From an optimization exercise on the open Yosys and OpenROAD flow, aimed at small area; shortcuts taken in it are not production practice.
RTL that was checked went through simulation tests only; none was proved equivalent to the original.
Power and IR drop assume default switching activity.

Design top_level, start of the top module:
module top_level (
    clk, rst, seed,
    action, state, next_state, step_o, phase, episode_o, q_cur, q_next
);
For scale: roughly 9,000 cells after synthesis, ~1,300 flip-flops, roughly 170 I/O pins, ~87,000 um2 of cells after synthesis.
==> flow/config.mk <==
export PLATFORM = sky130hd
export DESIGN_NAME = top_level
export DESIGN_NICKNAME = top_level
export VERILOG_FILES = /design/flow/design.v
export SDC_FILE = /design/flow/constraint.sdc
export NUM_CORES = 8
export LEC_CHECK = 0
export CAP_MARGIN = 5
export CORE_MARGIN = 2
export CORE_UTILIZATION = 50
export CTS_BUF_LIST = sky130_fd_sc_hd__clkbuf_8
export CTS_CLUSTER_DIAMETER = 80
export CTS_CLUSTER_SIZE = 15
export PLACE_DENSITY = 0.6
export SLEW_MARGIN = 5
export SYNTH_HIERARCHICAL = 1
export SYNTH_MINIMUM_KEEP_SIZE = 0
==> flow/constraint.sdc <==
create_clock -name core_clock -period 20.0 [get_ports {clk}]
set_input_delay 4.0000 -clock core_clock [delete_from_list [all_inputs] [get_ports {clk}]]
set_output_delay 4.0000 -clock core_clock [all_outputs]
set_load 0.01 [all_outputs]
standard.sh (not shown) runs the stock make flow with config.mk's settings and CLKGATE_MAP_FILE= SYNTH_SCRIPT=/design/flow/synth_recipe.tcl, a recipe that flattens the netlist after the stock synthesis.
==> flow/flow/run.sh <==
#!/bin/bash
set -euo pipefail
export BUFFER_PORTS_ARGS="-buffer_cell sky130_fd_sc_hd__buf_1"
export CTS_ARGS="-sink_clustering_enable -repair_clock_nets -dont_use_dummy_load -buf_list sky130_fd_sc_hd__clkbuf_8 -sink_clustering_size 15 -sink_clustering_max_diameter 80"
bash standard.sh > standard.log 2>&1
Then changed:
--- a/flow/design.v
+++ b/flow/design.v
@@ -3356,45 +3356,47 @@
                 end
             end
         end
     end
     reg [11:0] lf;
     always @(posedge clk) begin
         if (rst) lf <= seed;
         else lf <= lfsr_sh(lf);
     end
     reg [11:0] qc0, qc1, qc2, qc3, qn0, qn1, qn2, qn3;
-    reg signed [11:0] mxr, qt;
-    reg [1:0] ixr, qact;
+    wire signed [11:0] sc0 = qc0, sc1 = qc1, sc2 = qc2, sc3 = qc3;
+    wire ge01 = (sc0 >= sc1), ge23 = (sc2 >= sc3);
+    wire signed [11:0] cm1 = ge01 ? sc0 : sc1;
+    wire signed [11:0] cm2 = ge23 ? sc2 : sc3;
+    wire gew = (cm1 >= cm2);
+    wire signed [11:0] qt = gew ? cm1 : cm2;
+    wire [1:0] qact = gew ? {1'b0, ~ge01} : {1'b1, ~ge23};
     wire [1:0] act = (ep < lf) ? qact : lf[1:0];
     reg [1:0] gi, gj;
     wire [3:0] ijn = gmove(gi, gj, act, step);
     assign st1 = ij2st(ijn);
     wire [3:0] st = ij2st({gi, gj});
     always @(posedge clk) begin
         if (rst) begin
             gi <= 2'd1;
             gj <= 2'd1;
         end else if (ctrl == 4'd1) begin
             gi <= ijn[3:2];
             gj <= ijn[1:0];
         end
     end
     reg [11:0] pq0, pq1;
     wire [11:0] aA, aB;
     wire signed [11:0] sn0 = pq0, sn1 = pq1, sn2 = aA, sn3 = aB;
-    wire nge01 = (sn0 >= sn1), nge23 = (sn2 >= sn3);
-    wire signed [11:0] nm1 = nge01 ? sn0 : sn1;
-    wire signed [11:0] nm2 = nge23 ? sn2 : sn3;
-    wire ngew = (nm1 >= nm2);
-    wire signed [11:0] qmx = ngew ? nm1 : nm2;
-    wire [1:0] qmi = ngew ? {1'b0, ~nge01} : {1'b1, ~nge23};
+    wire signed [11:0] nm1 = (sn0 > sn1) ? sn0 : sn1;
+    wire signed [11:0] nm2 = (sn2 > sn3) ? sn2 : sn3;
+    wire signed [11:0] qmx = (nm1 > nm2) ? nm1 : nm2;
     reg signed [4:0] dl0, dl1, dl2, dl3;
     wire [11:0] lf7 = lfsr_sh(lfsr_sh(lf));
     wire [1:0] act7 = (ep < lf7) ? qact : lf7[1:0];
     wire [3:0] st1_7 = ij2st(gmove(gi, gj, act7, step));
     wire rneg = (st1_7 == 4'd5) || (st1_7 == 4'd7) || (st1_7 == 4'd8);
     wire rpos = (st1_7 == 4'd9);
     wire pen = (st1_7 == st) || (step == 4'd15);
     wire signed [4:0] r5 = rpos ? (pen ? 5'sd5 : 5'sd10) : ((rneg ^ pen) ? -5'sd5 : ((rneg & pen) ? -5'sd10 : 5'sd0));
     wire signed [12:0] tdx = (qmx >>> 1) + (qmx >>> 2) + (qmx >>> 3) - qt;
     wire signed [4:0] tdd = {{2{tdx[12]}}, tdx[12:10]} + r5;
@@ -3603,38 +3605,33 @@
     wire b3upd = (ctrl == 4'd6);
     always @(posedge clk) begin     
         pq0 <= aA;
         pq1 <= aB;
     end
     always @(posedge clk) begin
         if (rst) begin
             b3h0 <= 11'h7FF; b3h1 <= 11'h7FF; b3h2 <= 11'h7FF; b3h3 <= 11'h7FF;
             qn0 <= 12'd0; qn1 <= 12'd0; qn2 <= 12'd0; qn3 <= 12'd0;
             qc0 <= 12'd0; qc1 <= 12'd0; qc2 <= 12'd0; qc3 <= 12'd0;
-            mxr <= 12'sd0; ixr <= 2'd0; qt <= 12'sd0; qact <= 2'd0;
         end else begin
             b3h0 <= b3h0 - {10'd0, dl0[4] & b3upd};
             b3h1 <= b3h1 - {10'd0, dl1[4] & b3upd};
             b3h2 <= b3h2 - {10'd0, dl2[4] & b3upd};
             b3h3 <= b3h3 - {10'd0, dl3[4] & b3upd};
             if (ctrl == 4'd5) begin
                 qn0 <= pq0;
                 qn1 <= pq1;
                 qn2 <= aA;
                 qn3 <= aB;
-                mxr <= qmx;
-                ixr <= qmi;
             end
             if ((ctrl == 4'd1) && (step != 4'd0)) begin
                 qc0 <= qn0; qc1 <= qn1; qc2 <= qn2; qc3 <= qn3;
-                qt <= mxr;
-                qact <= ixr;
             end
         end
     end
     assign action = act;
     assign state = st;
     assign next_state = st1;
     assign step_o = step;
     assign phase = ctrl;
     assign episode_o = ep;
     assign q_cur = {{4{qc3[11]}}, qc3, {4{qc2[11]}}, qc2, {4{qc1[11]}}, qc1, {4{qc0[11]}}, qc0};
Cell count rose by about 0.7%.
Synthesized cell count goes up by 0.82%.
Synthesized area is about the same.
Setup slack improves by 0.0075 ns.
Worst hold slack gets worse by 0.037 ns.
Global-route usage increases by 0.66 points.
Power went up by about 2%.
Maximum frequency barely changes.
Routed wire length goes up by 2.7%.
Cell area stays flat.
Register-to-register slack is about the same.
Core utilization is about the same.
Critical path depth goes down by 19.
For the first run of this note, only the layout was checked, not whether the RTL still works.

[re-timing with driven ports]
The flow's constraints put no driver on any port. The routed layouts listed below were extracted and timed again, unchanged, in two steps. Step 1 (the two cells are an assumption about what drives the block):
set clk [get_ports {clk}]
set_driving_cell -lib_cell sky130_fd_sc_hd__clkbuf_16 $clk
set_driving_cell -lib_cell sky130_fd_sc_hd__buf_2 [delete_from_list [all_inputs] $clk]
Step 2 moves the port delays by t, midway between the first and last clock arrival at a register: inputs arrive t later, outputs are due t later. That takes back most of the time a late clock gives input paths. a / b / c = ideal / step 1 / step 2; a / b = the first two.
run	shift t [ns]	setup WS [ns]	worst setup path after step 2	worst slew at a driven data input, ns	cell pins on the clock port's net
the first run	0.909	1.532 / 1.532 / 1.532	register to register	0.04	1
the second run	0.927	1.540 / 1.540 / 1.540	register to register	0.03	1
After both steps setup and hold are still met in every run listed.
